Background: an optimization exercise with open tools, aiming at small area. Do not read the settings as production practice. The RTL was checked by simulation tests, not by an equivalence proof against the original design. Power is estimated from default activity; no workload was simulated.

## run.sh

```bash
#!/bin/bash
# synth_recipe.tcl (not shown) runs the flow's synth.tcl, then flattens the netlist and writes it again
# the make line also repeats each setting of config.mk as NAME=value (left out here)
make -C /OpenROAD-flow-scripts/flow DESIGN_CONFIG=/design/flow/config.mk WORK_HOME=/design/flow/orfs CLKGATE_MAP_FILE= SYNTH_SCRIPT=/design/flow/synth_recipe.tcl finish
```

## config.mk

```make
export PLATFORM = sky130hd
export DESIGN_NAME = Top
export DESIGN_NICKNAME = Top
export VERILOG_FILES = /design/flow/design.v
export SDC_FILE = /design/flow/constraint.sdc
export NUM_CORES = 4
export LEC_CHECK = 0
export CAP_MARGIN = 20
export CORE_MARGIN = 2
export CORE_UTILIZATION = 40
export SLEW_MARGIN = 20
```

## constraint.sdc

```tcl
create_clock -name core_clock -period 5.0 [get_ports {CLK_PLL}]
set_input_delay 1.0000 -clock core_clock [delete_from_list [all_inputs] [get_ports {CLK_PLL}]]
set_output_delay 1.0000 -clock core_clock [all_outputs]
set_load 0.01 [all_outputs]
```

## design.v

```verilog
module Comparator(in1, in2, comparison);
  parameter WIDTH_IN1 = 6;
  parameter WIDTH_IN2 = 6;
  input [WIDTH_IN1-1:0] in1;
  input [WIDTH_IN2-1:0] in2;
  output comparison;
  reg comparison;
  always @ (in1 or in2)
  begin
      comparison = (in1 >= in2);
  end
endmodule
`timescale 1ns / 1ps
module Dead_Time_Generator(clk, rst, dt, gi, go);
	input               	clk;         
	input               	rst;         
	input   	[4:0]   	dt;          
	input               	gi;          
	output reg          	go;          
	wire             		dt_end;    	 
	reg     [4:0]       	count_dt;    
	assign dt_end = ( count_dt >= dt ) ? 1 : 0;
	always @(posedge clk or posedge rst) begin
	  if (rst)
			count_dt <= 0;
	  else if (gi == 0)
			count_dt <= 0;
	  else
			if (!dt_end)
				 count_dt <= count_dt + 1;
	end
	always @(posedge clk or posedge rst) begin
	  if (rst)
			go <= 0;
	  else if (gi == 0)
			go <= 0;
	  else
			if (dt_end)
				 go <= 1;
			else
				 go <= 0;
	end
endmodule
`timescale 1ns / 1ps
module Shift_Register(
  input wire clk,
  input wire RST,
  input wire CLK_SR,
  input wire data_in,
  output wire [17:0] data_out
);
  reg [17:0] internal_data;
  reg [4:0] shift_state;
  reg clk_sr_q;
  always @(posedge clk or posedge RST) begin
    if (RST) begin
      internal_data <= 18'd0;
      shift_state <= 0;
      clk_sr_q <= 1'b1;
    end else begin
      clk_sr_q <= CLK_SR;
      if (CLK_SR && !clk_sr_q && shift_state < 5'd18) begin
        internal_data[shift_state] <= data_in;
        shift_state <= shift_state + 1;
      end
    end
  end
  assign data_out = internal_data;
endmodule
`timescale 1ns / 1ps
module Signal_Generator_0phase #(parameter WIDTH_TRIANG = 6)(
    input clk,         
    input rst,         
    output reg [WIDTH_TRIANG-1:0] count  
);
reg direction;
always @(posedge clk or posedge rst) begin
    if (rst) begin
        count <= 0;
        direction <= 1;
    end
    else begin
        if (direction) begin
            if (count == 6'b111111) begin  
                direction <= 0;
                count <= 6'b111110 ; end 
            else
                count <= count + 1;
        end
        else begin
            if (count == 6'b000000) begin 
                direction <= 1;
                count <= 6'b000001; end
            else
                count <= count - 1;
        end
    end
end
endmodule
`timescale 1ns / 1ps
module Signal_Generator_90phase #(parameter WIDTH_TRIANG = 6)(
    input clk,         
    input rst,         
    output reg [WIDTH_TRIANG-1:0] count  
);
reg direction;
always @(posedge clk or posedge rst) begin
    if (rst) begin
        count <= 6'b00011111;
        direction <= 1;
    end
    else begin
        if (direction) begin
            if (count == 6'b111111) begin  
                direction <= 0;
                count <= 6'b111110 ; end 
            else
                count <= count + 1;
        end
        else begin
            if (count == 6'b000000) begin 
                direction <= 1;
                count <= 6'b000001; end
            else
                count <= count - 1;
        end
    end
end
endmodule
`timescale 1ns / 1ps
module Signal_Generator_180phase #(parameter WIDTH_TRIANG = 6)(
    input clk,         
    input rst,         
    output reg [WIDTH_TRIANG-1:0] count  
);
reg direction;
always @(posedge clk or posedge rst) begin
    if (rst) begin
        count <= 6'b111111;
        direction <= 1;
    end
    else begin
        if (direction) begin
            if (count == 6'b111111) begin  
                direction <= 0;
                count <= 6'b111110 ; end 
            else
                count <= count + 1;
        end
        else begin
            if (count == 6'b000000) begin 
                direction <= 1;
                count <= 6'b000001; end
            else
                count <= count - 1;
        end
    end
end
endmodule
`timescale 1ns / 1ps
module Signal_Generator_270phase #(parameter WIDTH_TRIANG = 6)(
    input clk,         
    input rst,         
    output reg [WIDTH_TRIANG-1:0] count  
);
reg direction;
always @(posedge clk or posedge rst) begin
    if (rst) begin
        count <= 6'b00100000;
        direction <= 0;
    end
    else begin
        if (direction) begin
            if (count == 6'b111111) begin  
                direction <= 0;
                count <= 6'b111110 ; end 
            else
                count <= count + 1;
        end
        else begin
            if (count == 6'b000000) begin 
                direction <= 1;
                count <= 6'b000001; end
            else
                count <= count - 1;
        end
    end
end
endmodule
`timescale 1ns / 1ps
module Top(
    input CLK_PLL,         
    input CLK_SR,          
    input Data_SR,         
    input RST,             
    input [5:0] d1,        
    input [5:0] d2,        
    output wire PMOS1_PS1,       
    output wire NMOS2_PS1,       
    output wire PMOS2_PS1,       
    output wire NMOS1_PS1,       
    output wire PMOS1_PS2,       
    output wire NMOS2_PS2,       
    output wire PMOS2_PS2,       
    output wire NMOS1_PS2,       
    output wire PMOS_PS3,       
    output wire NMOS_PS3,       
    output reg SIGNAL_OUTPUT    
);
wire clk;
wire CLK_SELECTOR;
wire INPUT_SELECTOR;
wire [4:0] dt;
wire [1:0] SELECTOR_SIGNAL_GENERATOR_1;  
wire [1:0] SELECTOR_SIGNAL_GENERATOR_2;  
wire [3:0]OUTPUT_SELECTOR_EXTERNAL;
wire ENABLE_OUTPUT;
wire PS_SELECTOR;
wire PS3_SELECTOR;
Shift_Register Shift_Register_Inst(
    clk,
    RST,
    CLK_SR,
    Data_SR,
    {ENABLE_OUTPUT, PS3_SELECTOR, PS_SELECTOR, CLK_SELECTOR, INPUT_SELECTOR, OUTPUT_SELECTOR_EXTERNAL[3], OUTPUT_SELECTOR_EXTERNAL[2], OUTPUT_SELECTOR_EXTERNAL[1], OUTPUT_SELECTOR_EXTERNAL[0],SELECTOR_SIGNAL_GENERATOR_2[1],SELECTOR_SIGNAL_GENERATOR_2[0],SELECTOR_SIGNAL_GENERATOR_1[1],SELECTOR_SIGNAL_GENERATOR_1[0], dt[4], dt[3], dt[2], dt[1], dt[0]}
);
wire d1_0;
wire d1_1;
wire d1_2;
wire d1_3;
wire NMOS2_EXT_IN;
wire PMOS2_EXT_IN;
wire NMOS1_EXT_IN;
wire PMOS1_EXT_IN;
assign d1_0         = INPUT_SELECTOR ? 0 : d1[0];
assign NMOS2_EXT_IN = INPUT_SELECTOR ? d1[0] : 0;
assign d1_1         = INPUT_SELECTOR ? 0 : d1[1];
assign PMOS2_EXT_IN = INPUT_SELECTOR ? d1[1] : 0;
assign d1_2         = INPUT_SELECTOR ? 0 : d1[2];
assign NMOS1_EXT_IN = INPUT_SELECTOR ? d1[2] : 0;
assign d1_3         = INPUT_SELECTOR ? 0 : d1[3];
assign PMOS1_EXT_IN = INPUT_SELECTOR ? d1[3] : 0;
wire d1_4;
wire d1_5;
wire INPUT_PMOS_PS3;
wire INPUT_NMOS_PS3;
assign d1_4           = PS3_SELECTOR ? 0 : d1[4];
assign INPUT_PMOS_PS3 = PS3_SELECTOR ? d1[4] : 1;
assign d1_5           = PS3_SELECTOR ? 0 : d1[5];
assign INPUT_NMOS_PS3 = PS3_SELECTOR ? d1[5] : 0;
wire Not_PMOS_PS3;
wire Not_NMOS_PS3;
assign Not_PMOS_PS3 = ~INPUT_PMOS_PS3;
assign Not_NMOS_PS3 = ~INPUT_NMOS_PS3;
assign PMOS_PS3 = ~Not_PMOS_PS3;
assign NMOS_PS3 = ~Not_NMOS_PS3;
assign clk = CLK_PLL;
wire [5:0] triangular_1_0;
Signal_Generator_0phase Signal_Generator_1_0phase_inst(
    clk,
    RST,
    triangular_1_0
);
wire [5:0] triangular_1_90;
Signal_Generator_90phase Signal_Generator_1_90phase_inst(
    clk,
    RST,
    triangular_1_90
);
wire [5:0] triangular_1_180;
Signal_Generator_180phase Signal_Generator_1_180phase_inst(
    clk,
    RST,
    triangular_1_180
);
wire [5:0] triangular_1_270;
Signal_Generator_270phase Signal_Generator_1_270phase_inst(
    clk,
    RST,
    triangular_1_270
);
wire [5:0] triangular_2_0;
Signal_Generator_0phase Signal_Generator_2_0phase_inst(
    clk,
    RST,
    triangular_2_0
);
wire [5:0] triangular_2_90;
Signal_Generator_90phase Signal_Generator_2_90phase_inst(
    clk,
    RST,
    triangular_2_90
);
wire [5:0] triangular_2_180;
Signal_Generator_180phase Signal_Generator_2_180phase_inst(
    clk,
    RST,
    triangular_2_180
);
wire [5:0] triangular_2_270;
Signal_Generator_270phase Signal_Generator_2_270phase_inst(
    clk,
    RST,
    triangular_2_270
);
reg [5:0] triangular_1;
always @(*) begin
    case(SELECTOR_SIGNAL_GENERATOR_1)           
           2'd0  : triangular_1 = triangular_1_0;
           2'd1  : triangular_1 = triangular_1_90;
           2'd2  : triangular_1 = triangular_1_180;
           2'd3  : triangular_1 = triangular_1_270;
           default : triangular_1 = 0;
       endcase
end
reg [5:0] triangular_2;
always @(*) begin
    case(SELECTOR_SIGNAL_GENERATOR_2)           
           2'd0  : triangular_2 = triangular_2_0;
           2'd1  : triangular_2 = triangular_2_90;
           2'd2  : triangular_2 = triangular_2_180;
           2'd3  : triangular_2 = triangular_2_270;
           default : triangular_2 = 0;
       endcase
end
wire Output_Comparison_1;
Comparator Comparator_Inst_1(
    {d1_5, d1_4, d1_3, d1_2, d1_1, d1_0},
    triangular_1,
    Output_Comparison_1
);
wire Output_Comparison_2;
Comparator Comparator_Inst_2(
    d2,
    triangular_2,
    Output_Comparison_2
);
wire pmos1_int; 
Dead_Time_Generator Dead_Time_Generator_inst_1(
    clk,
    RST,
    dt,
    Output_Comparison_1,
    pmos1_int
);
wire Not_Output_Comparison_1;
wire nmos2_int;
assign Not_Output_Comparison_1 = ~Output_Comparison_1;
Dead_Time_Generator Dead_Time_Generator_inst_2(
    clk,
    RST,
    dt,
    Not_Output_Comparison_1,
    nmos2_int
);
wire pmos2_int;
Dead_Time_Generator Dead_Time_Generator_inst_3(
    clk,
    RST,
    dt,
    Output_Comparison_2,
    pmos2_int
);
wire Not_Output_Comparison_2;
wire nmos1_int;
assign Not_Output_Comparison_2 = ~Output_Comparison_2;
Dead_Time_Generator Dead_Time_Generator_inst_4(
    clk,
    RST,
    dt,
    Not_Output_Comparison_2,
    nmos1_int
);
wire PMOS1_prev, NMOS2_prev, PMOS2_prev, NMOS1_prev;
assign PMOS1_prev = INPUT_SELECTOR ? PMOS1_EXT_IN : ~pmos1_int;  
assign NMOS2_prev = INPUT_SELECTOR ? NMOS2_EXT_IN : nmos2_int;
assign PMOS2_prev = INPUT_SELECTOR ? PMOS2_EXT_IN : ~pmos2_int;  
assign NMOS1_prev = INPUT_SELECTOR ? NMOS1_EXT_IN : nmos1_int;
always @(*) begin
    case(OUTPUT_SELECTOR_EXTERNAL)         
           4'd0  : SIGNAL_OUTPUT = PMOS1_PS1;
           4'd1  : SIGNAL_OUTPUT = NMOS2_PS1;
           4'd2  : SIGNAL_OUTPUT = PMOS2_PS1;
           4'd3  : SIGNAL_OUTPUT = NMOS1_PS1;
           4'd4  : SIGNAL_OUTPUT = PMOS1_PS2;
           4'd5  : SIGNAL_OUTPUT = NMOS2_PS2;
           4'd6  : SIGNAL_OUTPUT = PMOS2_PS2;
           4'd7  : SIGNAL_OUTPUT = NMOS1_PS2;
           4'd8  : SIGNAL_OUTPUT = PMOS_PS3;
           4'd9   : SIGNAL_OUTPUT = NMOS_PS3;
           default : SIGNAL_OUTPUT = 0;
       endcase
end
reg PMOS1_PS1_prev_reg, NMOS2_PS1_prev_reg, PMOS2_PS1_prev_reg, NMOS1_PS1_prev_reg;
reg PMOS1_PS2_prev_reg, NMOS2_PS2_prev_reg, PMOS2_PS2_prev_reg, NMOS1_PS2_prev_reg;
always @(posedge clk or posedge RST) begin
    if (RST) begin
        PMOS1_PS1_prev_reg <= 1'b1;
        NMOS2_PS1_prev_reg <= 1'b0;
        PMOS2_PS1_prev_reg <= 1'b1;
        NMOS1_PS1_prev_reg <= 1'b0;
        PMOS1_PS2_prev_reg <= 1'b1;
        NMOS2_PS2_prev_reg <= 1'b0;
        PMOS2_PS2_prev_reg <= 1'b1;
        NMOS1_PS2_prev_reg <= 1'b0;
    end else begin
        PMOS1_PS1_prev_reg <= PS_SELECTOR ? PMOS1_prev : 1'b1;
        NMOS2_PS1_prev_reg <= PS_SELECTOR ? NMOS2_prev : 1'b0;
        PMOS2_PS1_prev_reg <= PS_SELECTOR ? PMOS2_prev : 1'b1;
        NMOS1_PS1_prev_reg <= PS_SELECTOR ? NMOS1_prev : 1'b0;
        PMOS1_PS2_prev_reg <= PS_SELECTOR ? 1'b1 : PMOS1_prev;
        NMOS2_PS2_prev_reg <= PS_SELECTOR ? 1'b0 : NMOS2_prev;
        PMOS2_PS2_prev_reg <= PS_SELECTOR ? 1'b1 : PMOS2_prev;
        NMOS1_PS2_prev_reg <= PS_SELECTOR ? 1'b0 : NMOS1_prev;
    end
end
assign PMOS1_PS1_prev = PMOS1_PS1_prev_reg;
assign NMOS2_PS1_prev = NMOS2_PS1_prev_reg;
assign PMOS2_PS1_prev = PMOS2_PS1_prev_reg;
assign NMOS1_PS1_prev = NMOS1_PS1_prev_reg;
assign PMOS1_PS2_prev = PMOS1_PS2_prev_reg;
assign NMOS2_PS2_prev = NMOS2_PS2_prev_reg;
assign PMOS2_PS2_prev = PMOS2_PS2_prev_reg;
assign NMOS1_PS2_prev = NMOS1_PS2_prev_reg;
wire ENABLE_OUTPUT_FINAL;
assign ENABLE_OUTPUT_FINAL= PS3_SELECTOR ? 0 : ENABLE_OUTPUT; 
assign PMOS1_PS1 = ENABLE_OUTPUT_FINAL ? PMOS1_PS1_prev : 1; 
assign NMOS2_PS1 = ENABLE_OUTPUT_FINAL ? NMOS2_PS1_prev : 0;
assign PMOS2_PS1 = ENABLE_OUTPUT_FINAL ? PMOS2_PS1_prev : 1;
assign NMOS1_PS1 = ENABLE_OUTPUT_FINAL ? NMOS1_PS1_prev : 0;
assign PMOS1_PS2 = ENABLE_OUTPUT_FINAL ? PMOS1_PS2_prev : 1; 
assign NMOS2_PS2 = ENABLE_OUTPUT_FINAL ? NMOS2_PS2_prev : 0;
assign PMOS2_PS2 = ENABLE_OUTPUT_FINAL ? PMOS2_PS2_prev : 1;
assign NMOS1_PS2 = ENABLE_OUTPUT_FINAL ? NMOS1_PS2_prev : 0;
endmodule
```

==> notes.md <==
slowest stage delay, CP=0.55 ns; routed wire length=between 15000 and 20000 um; status=finished clean; Slew headroom=a little over half; hold buffer count at cts=0; clk buf depth=2; sequential share of the synthesized area=about two fifths; core area=between 15000 and 20000 um2; final hold vios=0; Synth top area share=between 20% and 30%; Fillers=between 1.5k and 2k; Startpoint Class=primary input; Main synth FF type=dfrtp_1; Synth Instances=800; Post-Syn Area=7371 um2; pwr dens=359.6 nW/um2; Worst VDD drop=between 300 and 400 uV; M2 GR Usage=about a quarter; row count=49; root buffer cell=clkbuf_16; Post-CTS Resized=0; Finish-stage setup viols=0; Most Used Layer, Global Route=met2; worst-margin pin slew=a little under 0.7 ns; register area=2821 um2; Clk pwr share=between 20% and 30%; number of synthesized flops with an enable pin=0; # Max-Cap Violations=0; crit path kind=primary input to primary output; clk sink count=around 110; vias per cell=5.483; hold crit path type=register to register; met3 track demand over resource=around 3.3%; area delta synth->final=9.947%; fin. max-slew vios=0; Worst-Skew Late Latency=between 0.3 and 0.4 ns; RSZ-0062 raised after global routing=false; Comb power frac=approximately a third; Total GRT Usage=between 15 and 20%; fin nets=between 800 and 900; CP Max Fanout=2; DRT antenna net count=0; Die Wd=around 140 um; setup tns final=0 ns; total number of vias=5702; Yosys reg bits=between 100 and 150; Routability Congestion=around 0.81; Starting Density=between 40% and 50%; Critical Path RT=around 4.0 ns; CTS H-tree lvls=3; # IOs=27; post-synthesis async set-or-reset flop share=100.0%; Total Die Area=approximately 20000 um2; dpl cells=between 1k and 1.5k; Avg Inst Size Synth=approximately 9.2 um2; YS warnings=16; # DRC=0; Die Height=about 140 um; Final period util=73.49%; sequential power share=between 40% and 50%; Design Area, Final=8104 um2; most flop-heavy register=Shift_Register_Inst.internal_data; vias in the first global route=about 5.3k; fin cells=roughly 1.0k; first-pass GRT wire length=between 20000 and 30000 um; top cell type by total area after synthesis=dfrtp_1; library cells used by synthesis=between 60 and 70; initial antenna violation count=0; syn_nets=880; gr ovfl total=0; Hold WS=between 0.5 and 0.6 ns; Avg WL per Cell=between 10 and 15 um; crit path time final=about 3.7 ns; ranking of synthesized cells by area=dfrtp_1 26%, dfstp_2 12%, ha_1 11%, a21oi_1 4.0%, mux4_2 3.7%; drt initial violations=between 300 and 400; commonest cells after routing, fill and taps aside=76 x dfrtp_1, 64 x ha_1, 62 x nand2_1; dpl hpwl=between 10000 and 15000 um; largest net degree at the start of global routing=between 50 and 60; static leakage=around 3.4 nW; ratio of cells with drive above 1 in the final layout=11.10%; CP Cell Sequence=clkdlybuf4s50_1, and2_1, nand2b_1, o2111ai_1, a31oi_1, a2bb2oi_1, clkdlybuf4s50_1; Max stage delay cell, worst path=clkdlybuf4s50_1; Fmax=272.1 MHz; CP most frequent cell=clkdlybuf4s50_1; Reg clk slew, reported paths=roughly 0.090 ns; total CTS buffers=9; # port buffers=26; Antenna diodes=0; Sw Pwr=0.001082 W; CTS tree=done; Post-DP Area=a little under 8000 um2; M1 GR Usage=~23%; Worst EP arrival=roughly 2.7 ns; Crit. End Element=primary output; most common cell after layout, fill and taps aside=dfrtp_1; switching share of power=between 30% and 40%; Largest register FFs=17; Detailed Routing Iterations Pass 1=5; P_int=0.001832 W; area of the multi-input gates=~4200 um2; Fin Clk Skew=approximately 0.017 ns; total setup buffers inserted after CTS=0
==> power by group through the flow <==
stage / Sequential, W / Combinational, W / Clock (W)
after floorplan: 0.00114 / 0.000846 / 0
after global placement: 0.00126 / 0.000935 / 0
after detailed placement: 0.00126 / 0.000944 / 0
after CTS: 0.00124 / 0.000953 / 0.000762
after global routing: 0.00127 / 0.00108 / 0.000797
final: 0.00124 / 0.000945 / 0.000731
==> final cells by class <==
type	count	area share (%)
Clock buffer	9	2.779
Multi-Input combinational cell	602	51.88
Clock inverter	7	0.9572
Timing Repair Buffer	27	3.458
Sequential cell	111	34.82
Inverter	55	2.578
Tap cell	229	3.536
==> layer usage <==
layer / wire (um) / part of all wire, %
met1: 7415 / 49
met2: 6950 / 46
met3: 526 / 3.5
met4: 162 / 1.1
met5: 0 / 0
==> worst max-delay path, delay by kind of cell <==
kind	cells	cell delay (ns)
AO/OA/AOI/OAI	3	0.44
AND/OR/NAND/NOR	2	0.23
buffers and inverters	2	1.01
==> cells by family after synthesis <==
| logic type | Yosys count | share of synthesized area, % |
|---|---|---|
| AND/OR/NAND/NOR | 276 | 19.45 |
| AO/OA/AOI/OAI | 210 | 17.62 |
| flip-flops | 111 | 38.28 |
| buffers and inverters | 87 | 4.685 |
| adder cells (fa/ha/maj) | 64 | 10.86 |
| multiplexers | 34 | 6.858 |
| XOR/XNOR | 18 | 2.241 |
==> Yosys cell counts, types with 13 or more instances <==
library cell   n
a21oi_1       59
a31oi_1       17
and2_1        14
clkbuf_1      24
dfrtp_1       76
dfstp_2       35
ha_1          64
inv_1         55
mux2i_1       13
nand2_1       62
nand2b_1      24
nand3_1       24
nor2_1        55
nor2b_1       16
nor3_1        15
o21ai_0       51
or3_1         14
==> final timing paths <==
path | start | endpoint | slack [ns] | depth (start not counted)
worst min-delay path | Dead_Time_Generator_inst_4.go$_DFF_PP0_ | NMOS1_PS2_prev_reg$_DFF_PP0_ | 0.51 | 2
worst max register to register | Shift_Register_Inst.internal_data[7]$_DFFE_PP0P_ | Dead_Time_Generator_inst_3.count_dt[2]$_DFFE_PP0P_ | 2.31 | 7
worst min register to register | Dead_Time_Generator_inst_4.go$_DFF_PP0_ | NMOS1_PS2_prev_reg$_DFF_PP0_ | 0.51 | 2
min in group asynchronous | RST | Shift_Register_Inst.shift_state[2]$_DFFE_PP0P_ | 1.08 | 2
worst max-delay path | d1[5] | SIGNAL_OUTPUT | 1.33 | 7
max in group asynchronous | RST | Signal_Generator_1_270phase_inst.count[5]$_DFF_PP1_ | 3.10 | 3
==> through the flow <==
stage | power [W] | utilization, % | worst slack [ns]
final | 0.002914 | 44.96 | 1.325
after global routing | 0.003143 | 44.96 | 1.197
after CTS | 0.002959 | 44.96 | 1.311
after detailed placement | 0.002205 | 43.28 | 1.313
after global placement | 0.002196 | 43.28 | 1.334
after floorplan | 0.001982 | - | 1.127

==> re-timing with driven ports <==
Ports are ideal in the flow. The routed layout listed here was re-timed in OpenROAD. Step 1 (the two cells are an assumption about what drives the block):
set clk [get_ports {CLK_PLL}]
set_driving_cell -lib_cell sky130_fd_sc_hd__clkbuf_16 $clk
set_driving_cell -lib_cell sky130_fd_sc_hd__buf_2 [delete_from_list [all_inputs] $clk]
Step 2, shift: input delay + t, output delay - t, t = (earliest + latest rising clock arrival at the registers) / 2. This alone moves slack from input paths to output paths. Slacks: ideal ports / drivers / drivers and shift; pairs: ideal ports / drivers.
t, ns: 0.395
slack for setup (ns): 1.325 / 1.296 / 1.296
pins driven straight from the clock port: 1
After both steps this run still meets setup and hold. For this run, drivers alone change the setup slack by -0.029 ns; drivers and shift together by -0.029 ns.
